Context: an optimization exercise on an open-source flow, tuned for small area, a short achievable clock period and few clock cycles. The choices shown serve that exercise and are no tape-out recipe.
Where RTL was checked, it was by simulation tests only, not by an equivalence proof against the original.

Design BAS, start of the top module:
module BAS(input clk, input reset, input [8:0]count, input [8:0]seed1, input [8:0]seed2, input [15:0]xi, input [15:0]yi, input [15:0]P, input [15:0]E, output [15:0]xo, output [15:0]yo, output [15:0]fo, output [31:0]clk_cnt, output reg done);
==> module BAS, before the edit <==
module BAS(input clk, input reset, input [8:0]count, input [8:0]seed1, input [8:0]seed2, input [15:0]xi, input [15:0]yi, input [15:0]P, input [15:0]E, output [15:0]xo, output [15:0]yo, output [15:0]fo, output [31:0]clk_cnt, output reg done);
    reg [15:0] x, y, p, e;
    reg [14:0] f;
    reg [8:0] cnt, itc;
    reg [2:0] ph;
    reg ini, run;
    wire ph0 = ph == 3'd0, ph1 = ph == 3'd1, ph2 = ph == 3'd2;
    wire ph3 = ph == 3'd3, ph4 = ph == 3'd4, ph5 = ph == 3'd5;
    wire [15:0] dx, dy;
    twin_lfsr lfsr(clk, reset, ph1, seed1, seed2, dx, dy);
    wire useE = ph0 | ph1;
    wire useY = ph5 | ph1;
    wire [15:0] ma = useE ? e : p;
    wire [15:0] d = useY ? dy : dx;
    wire [15:0] mp;
    Bfloat16_mul m1(ma, {d[15] & !useE, d[14:0]}, mp);
    reg [15:0] opa, opb, opc;
    reg q1, q2, i1, i2;
    reg [14:0] fr;                       
    reg [15:0] x1, y1;
    reg sg, acc0, fin, updr;
    wire upd = fin & updr;               
    wire last = (itc + 9'd1 == cnt);
    wire [15:0] xs = upd ? x1 : x;
    wire [15:0] ys = upd ? y1 : y;
    wire flip = (ph1 & (p[14:0] != 15'd0)) | ((ph3 | (ph5 & sg)) & (e[14:0] != 15'd0));
    wire [15:0] ox = (ph0 | ph1) ? opa : opc;
    wire [15:0] sx = {ox[15] ^ flip, ox[14:0]};
    wire [15:0] sy = {opb[15] ^ flip, opb[14:0]};
    wire [15:0] ax, ay;
    bf_add_slow a1(xs, sx, ax);
    bf_add_slow a2(ys, sy, ay);
    wire issue = run & (ph0 | ph1 | ph2 | ph3);
    wire [15:0] u, v;
    fitness_lin lin(x1, y1, u, v);
    reg [15:0] u2, v2;
    wire [14:0] fs;
    fitness_sq sq(u2, v2, fs);
    wire le = fs <= f;
    always @(posedge clk) begin
        if (ph4) opa <= mp;
        if (ph0) opc <= mp;
        if (ph5 | ph1) opb <= mp;
        x1 <= ini ? x : ax;
        y1 <= ini ? y : ay;
        u2 <= u;
        v2 <= v;
        if (ph2) fr <= fs;
        if (ph3) sg <= !(fr > fs);
        if (ph4) acc0 <= le;
        if (ph5) updr <= sg ? le : acc0;
        if (reset) begin
            x <= xi;
            y <= yi;
            p <= P;
            e <= E;
            cnt <= count;
            itc <= 9'd0;
            ph <= 3'd4;
            ini <= 1'b1;
            run <= count != 9'd0;
            done <= 1'b0;
            q1 <= 1'b0;
            q2 <= 1'b0;
            i1 <= 1'b0;
            i2 <= 1'b0;
            fin <= 1'b0;
        end else begin
            ini <= 1'b0;
            q1 <= issue;
            q2 <= q1;
            i1 <= ini;
            i2 <= i1;
            ph <= ph5 ? 3'd0 : ph + 3'd1;
            fin <= q2 & ph5;
            if (i2) begin
                f <= fs;
                if (!run) done <= 1'b1;
            end
            if (q2 && (ph4 && !sg || ph5 && sg) && le) f <= fs;
            if (fin) begin
                x <= xs;
                y <= ys;
                itc <= itc + 9'd1;
                if (last) begin
                    done <= 1'b1;
                    run <= 1'b0;
                end
            end
        end
    end
    assign xo = x;
    assign yo = y;
    assign fo = {1'b0, f};
    assign clk_cnt = {23'd0, itc};
endmodule
==> flow/config.mk <==
export PLATFORM = sky130hd
export DESIGN_NAME = BAS
export DESIGN_NICKNAME = BAS
export VERILOG_FILES = /design/flow/design.v
export SDC_FILE = /design/flow/constraint.sdc
export NUM_CORES = 8
export LEC_CHECK = 0
export ABC_AREA = 1
export CAP_MARGIN = 20
export CORE_MARGIN = 2
export CORE_UTILIZATION = 45
export SLEW_MARGIN = 20
==> flow/constraint.sdc <==
create_clock -name core_clock -period 72.0 [get_ports {clk}]
set_input_delay 14.4000 -clock core_clock [delete_from_list [all_inputs] [get_ports {clk}]]
set_output_delay 14.4000 -clock core_clock [all_outputs]
set_load 0.01 [all_outputs]
standard.sh (not shown) runs the stock make flow with config.mk's settings and CLKGATE_MAP_FILE= SYNTH_SCRIPT=/design/flow/synth_recipe.tcl, a recipe that flattens the netlist after the stock synthesis.
==> flow/flow/run.sh <==
#!/bin/bash
# The standard layout, with plain buf_1 cells as the port buffers
set -euo pipefail
bash standard.sh "BUFFER_PORTS_ARGS=-buffer_cell sky130_fd_sc_hd__buf_1" finish > standard.log 2>&1
The first run produced a clean layout.
Rerun with:
--- a/flow/design.v
+++ b/flow/design.v
@@ -282,8 +282,9 @@
     assign n1 = {N1[8], 5'b01111, N1[7], 1'b1, 1'b0, N1[6:0]};
     assign n2 = {N2[8], 5'b01111, N2[7], 1'b1, 1'b0, N2[6:0]};
 endmodule
 module BAS(input clk, input reset, input [8:0]count, input [8:0]seed1, input [8:0]seed2, input [15:0]xi, input [15:0]yi, input [15:0]P, input [15:0]E, output [15:0]xo, output [15:0]yo, output [15:0]fo, output [31:0]clk_cnt, output reg done);
+    localparam K_NONE = 3'd0, K_INIT = 3'd1, K_R = 3'd2, K_L = 3'd3, K_T0 = 3'd4, K_T1 = 3'd5;
     reg [15:0] x, y, p, e;
     reg [14:0] f;
     reg [8:0] cnt, itc;
     reg [2:0] ph;
@@ -297,43 +298,46 @@
     wire [15:0] ma = useE ? e : p;
     wire [15:0] d = useY ? dy : dx;
     wire [15:0] mp;
     Bfloat16_mul m1(ma, {d[15] & !useE, d[14:0]}, mp);
-    reg [15:0] opa, opb, opc;
-    reg q1, q2, i1, i2;
+    reg [15:0] opx, opy, opt;
     reg [14:0] fr;                       
     reg [15:0] x1, y1;
+    reg [2:0] k1, k2;
     reg sg, acc0, fin, updr;
     wire upd = fin & updr;               
     wire last = (itc + 9'd1 == cnt);
     wire [15:0] xs = upd ? x1 : x;
     wire [15:0] ys = upd ? y1 : y;
-    wire flip = (ph1 & (p[14:0] != 15'd0)) | ((ph3 | (ph5 & sg)) & (e[14:0] != 15'd0));
-    wire [15:0] ox = (ph0 | ph1) ? opa : opc;
-    wire [15:0] sx = {ox[15] ^ flip, ox[14:0]};
-    wire [15:0] sy = {opb[15] ^ flip, opb[14:0]};
+    wire flip = (ph1 & (p[14:0] != 15'd0)) | ((ph3 | (ph4 & sg)) & (e[14:0] != 15'd0));
+    wire [15:0] sx = {opx[15] ^ flip, opx[14:0]};
+    wire [15:0] sy = {opy[15] ^ flip, opy[14:0]};
     wire [15:0] ax, ay;
     bf_add_slow a1(xs, sx, ax);
     bf_add_slow a2(ys, sy, ay);
-    wire issue = run & (ph0 | ph1 | ph2 | ph3);
+    wire [2:0] k0 = ini ? K_INIT : !run ? K_NONE :
+                    ph0 ? K_R : ph1 ? K_L : ph2 ? K_T0 : ph3 ? K_T1 : K_NONE;
     wire [15:0] u, v;
     fitness_lin lin(x1, y1, u, v);
     reg [15:0] u2, v2;
     wire [14:0] fs;
     fitness_sq sq(u2, v2, fs);
     wire le = fs <= f;
     always @(posedge clk) begin
-        if (ph4) opa <= mp;
-        if (ph0) opc <= mp;
-        if (ph5 | ph1) opb <= mp;
-        x1 <= ini ? x : ax;
-        y1 <= ini ? y : ay;
+        if (ph4) opx <= mp;
+        if (ph1) opx <= opt;
+        if (ph0) opt <= mp;
+        if (ph5 | ph1) opy <= mp;
+        if (ini | (k0 != K_NONE) | ph4) begin
+            x1 <= ini ? x : ax;
+            y1 <= ini ? y : ay;
+        end
         u2 <= u;
         v2 <= v;
-        if (ph2) fr <= fs;
-        if (ph3) sg <= !(fr > fs);
-        if (ph4) acc0 <= le;
-        if (ph5) updr <= sg ? le : acc0;
+        if (k2 == K_R) fr <= fs;
+        if (k2 == K_L) sg <= !(fr > fs);
+        if (k2 == K_T0) acc0 <= le;
+        if (k2 == K_T1) updr <= sg ? le : acc0;
         if (reset) begin
             x <= xi;
             y <= yi;
             p <= P;
@@ -343,26 +347,22 @@
             ph <= 3'd4;
             ini <= 1'b1;
             run <= count != 9'd0;
             done <= 1'b0;
-            q1 <= 1'b0;
-            q2 <= 1'b0;
-            i1 <= 1'b0;
-            i2 <= 1'b0;
             fin <= 1'b0;
+            k1 <= K_NONE;
+            k2 <= K_NONE;
         end else begin
             ini <= 1'b0;
-            q1 <= issue;
-            q2 <= q1;
-            i1 <= ini;
-            i2 <= i1;
+            k1 <= k0;
+            k2 <= k1;
             ph <= ph5 ? 3'd0 : ph + 3'd1;
-            fin <= q2 & ph5;
-            if (i2) begin
+            fin <= (k2 == K_T1);
+            if (k2 == K_INIT) begin
                 f <= fs;
                 if (!run) done <= 1'b1;
             end
-            if (q2 && (ph4 && !sg || ph5 && sg) && le) f <= fs;
+            if (((k2 == K_T0) && !sg || (k2 == K_T1) && sg) && le) f <= fs;
             if (fin) begin
                 x <= xs;
                 y <= ys;
                 itc <= itc + 9'd1;
Result:
- final cell count hardly moves
- sequential cell count climbs by 2
- die area hardly moves
- area after synthesis stays flat
- cell area stays flat
- worst hold slack is worse by 0.0043 ns
- routed wire length climbs by 1.0%
- setup slack is better by 0.20 ns
- clock skew climbs by 0.0047 ns
Function was not checked in any run of this note: the RTL went through the layout flow alone.


BAS, a different RTL version from the one above (not shown whole).
Size in the first run: roughly 4600 cells after synthesis, ~250 flip-flops, about 170 I/O pins, ~30000 um2 of cells after synthesis.
==> module BAS, before the edit <==
module BAS(input clk, input reset, input [8:0]count, input [8:0]seed1, input [8:0]seed2, input [15:0]xi, input [15:0]yi, input [15:0]P, input [15:0]E, output [15:0]xo, output [15:0]yo, output [15:0]fo, output [31:0]clk_cnt, output reg done);
    reg [15:0] x, y, p, e;
    reg [14:0] f;
    reg [8:0] cnt, itc;
    reg [2:0] ph;
    reg ini, run;
    wire ph0 = ph == 3'd0, ph1 = ph == 3'd1, ph2 = ph == 3'd2;
    wire ph3 = ph == 3'd3, ph4 = ph == 3'd4, ph5 = ph == 3'd5;
    wire [15:0] dx, dy;
    twin_lfsr lfsr(clk, reset, ph1, seed1, seed2, dx, dy);
    wire useE = ph0 | ph1;
    wire useY = ph5 | ph1;
    wire [15:0] ma = useE ? e : p;
    wire [15:0] d = useY ? dy : dx;
    wire [15:0] mp;
    Bfloat16_mul m1(ma, {d[15] & !useE, d[14:0]}, mp);
    reg [15:0] opa, opb, opc;
    reg q1, q2, q3, i1, i2, i3;
    reg [14:0] f3;
    reg [15:0] x1, y1;
    reg sg, acc0;
    wire le = f3 <= f;
    wire fin = q3 & ph0;                 
    wire upd = fin & (sg ? le : acc0);   
    wire last = (itc + 9'd1 == cnt);
    wire [15:0] xs = upd ? x1 : x;
    wire [15:0] ys = upd ? y1 : y;
    wire flip = (ph1 & (p[14:0] != 15'd0)) | ((ph3 | (ph5 & sg)) & (e[14:0] != 15'd0));
    wire [15:0] ox = (ph0 | ph1) ? opa : opc;
    wire [15:0] sx = {ox[15] ^ flip, ox[14:0]};
    wire [15:0] sy = {opb[15] ^ flip, opb[14:0]};
    wire [15:0] ax, ay;
    bf_add_slow a1(xs, sx, ax);
    bf_add_slow a2(ys, sy, ay);
    wire issue = run & (ph0 | ph1 | ph2 | ph3);
    wire [15:0] u, v;
    fitness_lin lin(x1, y1, u, v);
    reg [15:0] u2, v2;
    wire [14:0] fs;
    fitness_sq sq(u2, v2, fs);
    always @(posedge clk) begin
        if (ph4) opa <= mp;
        if (ph0) opc <= mp;
        if (ph5 | ph1) opb <= mp;
        x1 <= ini ? x : ax;
        y1 <= ini ? y : ay;
        u2 <= u;
        v2 <= v;
        f3 <= fs;
        if (ph3) sg <= !(f3 > fs);
        if (ph5) acc0 <= le;
        if (reset) begin
            x <= xi;
            y <= yi;
            p <= P;
            e <= E;
            cnt <= count;
            itc <= 9'd0;
            ph <= 3'd4;
            ini <= 1'b1;
            run <= count != 9'd0;
            done <= 1'b0;
            q1 <= 1'b0;
            q2 <= 1'b0;
            q3 <= 1'b0;
            i1 <= 1'b0;
            i2 <= 1'b0;
            i3 <= 1'b0;
        end else begin
            ini <= 1'b0;
            q1 <= issue;
            q2 <= q1;
            q3 <= q2;
            i1 <= ini;
            i2 <= i1;
            i3 <= i2;
            ph <= ph5 ? 3'd0 : ph + 3'd1;
            if (i3) begin
                f <= f3;
                if (!run) done <= 1'b1;
            end
            if (q3 && (ph5 && !sg || ph0 && sg) && le) f <= f3;
            if (fin) begin
                x <= xs;
                y <= ys;
                itc <= itc + 9'd1;
                if (last) begin
                    done <= 1'b1;
                    run <= 1'b0;
                end
            end
        end
    end
    assign xo = x;
    assign yo = y;
    assign fo = {1'b0, f};
    assign clk_cnt = {23'd0, itc};
endmodule
==> flow/config.mk <==
export PLATFORM = sky130hd
export DESIGN_NAME = BAS
export DESIGN_NICKNAME = BAS
export VERILOG_FILES = /design/flow/design.v
export SDC_FILE = /design/flow/constraint.sdc
export NUM_CORES = 8
export LEC_CHECK = 0
export ABC_AREA = 1
export CAP_MARGIN = 20
export CORE_MARGIN = 2
export CORE_UTILIZATION = 45
export SLEW_MARGIN = 20
==> flow/constraint.sdc <==
create_clock -name core_clock -period 72.0 [get_ports {clk}]
set_input_delay 14.4000 -clock core_clock [delete_from_list [all_inputs] [get_ports {clk}]]
set_output_delay 14.4000 -clock core_clock [all_outputs]
set_load 0.01 [all_outputs]
==> flow/flow/run.sh <==
#!/bin/bash
# The standard layout, with plain buf_1 cells as the port buffers and
# timing repair aiming at 56.5 ns of setup slack
set -euo pipefail
bash standard.sh "BUFFER_PORTS_ARGS=-buffer_cell sky130_fd_sc_hd__buf_1" SETUP_SLACK_MARGIN=56.5 finish > standard.log 2>&1
Testbench counts at the start, summed over its fixed seeds: cycles 288,456.
Then changed:
--- a/flow/design.v
+++ b/flow/design.v
@@ -297,17 +297,15 @@
     wire [15:0] ma = useE ? e : p;
     wire [15:0] d = useY ? dy : dx;
     wire [15:0] mp;
     Bfloat16_mul m1(ma, {d[15] & !useE, d[14:0]}, mp);
     reg [15:0] opa, opb, opc;
-    reg q1, q2, q3, i1, i2, i3;
-    reg [14:0] f3;
+    reg q1, q2, i1, i2;
+    reg [14:0] fr;                       
     reg [15:0] x1, y1;
-    reg sg, acc0;
-    wire le = f3 <= f;
-    wire fin = q3 & ph0;                 
-    wire upd = fin & (sg ? le : acc0);   
+    reg sg, acc0, fin, updr;
+    wire upd = fin & updr;               
     wire last = (itc + 9'd1 == cnt);
     wire [15:0] xs = upd ? x1 : x;
     wire [15:0] ys = upd ? y1 : y;
     wire flip = (ph1 & (p[14:0] != 15'd0)) | ((ph3 | (ph5 & sg)) & (e[14:0] != 15'd0));
     wire [15:0] ox = (ph0 | ph1) ? opa : opc;
@@ -320,21 +318,23 @@
     wire [15:0] u, v;
     fitness_lin lin(x1, y1, u, v);
     reg [15:0] u2, v2;
     wire [14:0] fs;
     fitness_sq sq(u2, v2, fs);
+    wire le = fs <= f;
     always @(posedge clk) begin
         if (ph4) opa <= mp;
         if (ph0) opc <= mp;
         if (ph5 | ph1) opb <= mp;
         x1 <= ini ? x : ax;
         y1 <= ini ? y : ay;
         u2 <= u;
         v2 <= v;
-        f3 <= fs;
-        if (ph3) sg <= !(f3 > fs);
-        if (ph5) acc0 <= le;
+        if (ph2) fr <= fs;
+        if (ph3) sg <= !(fr > fs);
+        if (ph4) acc0 <= le;
+        if (ph5) updr <= sg ? le : acc0;
         if (reset) begin
             x <= xi;
             y <= yi;
             p <= P;
             e <= E;
@@ -344,28 +344,26 @@
             ini <= 1'b1;
             run <= count != 9'd0;
             done <= 1'b0;
             q1 <= 1'b0;
             q2 <= 1'b0;
-            q3 <= 1'b0;
             i1 <= 1'b0;
             i2 <= 1'b0;
-            i3 <= 1'b0;
+            fin <= 1'b0;
         end else begin
             ini <= 1'b0;
             q1 <= issue;
             q2 <= q1;
-            q3 <= q2;
             i1 <= ini;
             i2 <= i1;
-            i3 <= i2;
             ph <= ph5 ? 3'd0 : ph + 3'd1;
-            if (i3) begin
-                f <= f3;
+            fin <= q2 & ph5;
+            if (i2) begin
+                f <= fs;
                 if (!run) done <= 1'b1;
             end
-            if (q3 && (ph5 && !sg || ph0 && sg) && le) f <= f3;
+            if (q2 && (ph4 && !sg || ph5 && sg) && le) f <= fs;
             if (fin) begin
                 x <= xs;
                 y <= ys;
                 itc <= itc + 9'd1;
                 if (last) begin
=>
- The new run completed without violations
- worst hold slack gets better by 4.9 ps
- die area rises slightly
- setup slack gets better by 130 ps
- core utilization rises by 0.66 points
- sequential share of layout area rises by 0.20 points
- clock-buffer cell count rises by 4
- clock skew falls by 8.1 ps
- via count hardly moves
- final area rises slightly
- wire length rises slightly
- non-clock buffer count rises by 27
- area after synthesis rises slightly
Function not checked in the second run of this note: the RTL went through the layout flow alone.

==> what the ideal ports hide <==
The results above use ideal ports. As a check the final layouts listed here were re-extracted and re-timed, cells and wires unchanged.
Step 1 sets driving cells, clkbuf_16 on the clock port and buf_2 on the other inputs (assumed; they add their load-dependent delay and slew).
Step 2 adds t to the input delays and takes it off the output delays; t is the mean of the earliest and latest rising clock arrival at the registers after step 1. Input paths then give back, and output paths get back, about the clock's delay inside the block.
Slacks: ideal ports / drivers / drivers and shift; pairs: ideal ports / drivers.
run | t, ns | setup slack, ns | worst slew at a driven data input, ns
the first run of note 1 | 0.647 | 55.702 / 55.702 / 55.591 | 0.05
the second run of note 1 | 0.665 | 55.903 / 55.942 / 55.278 | 0.10
the first run of note 2 | 0.669 | 56.260 / 56.191 / 56.035 | 0.06
the second run of note 2 | 0.639 | 56.391 / 56.329 / 55.998 | 0.09
After both steps every run listed still meets setup and hold. For the second run of note 1, which loses most, drivers alone change the setup slack by +0.039 ns; drivers and shift together by -0.625 ns.
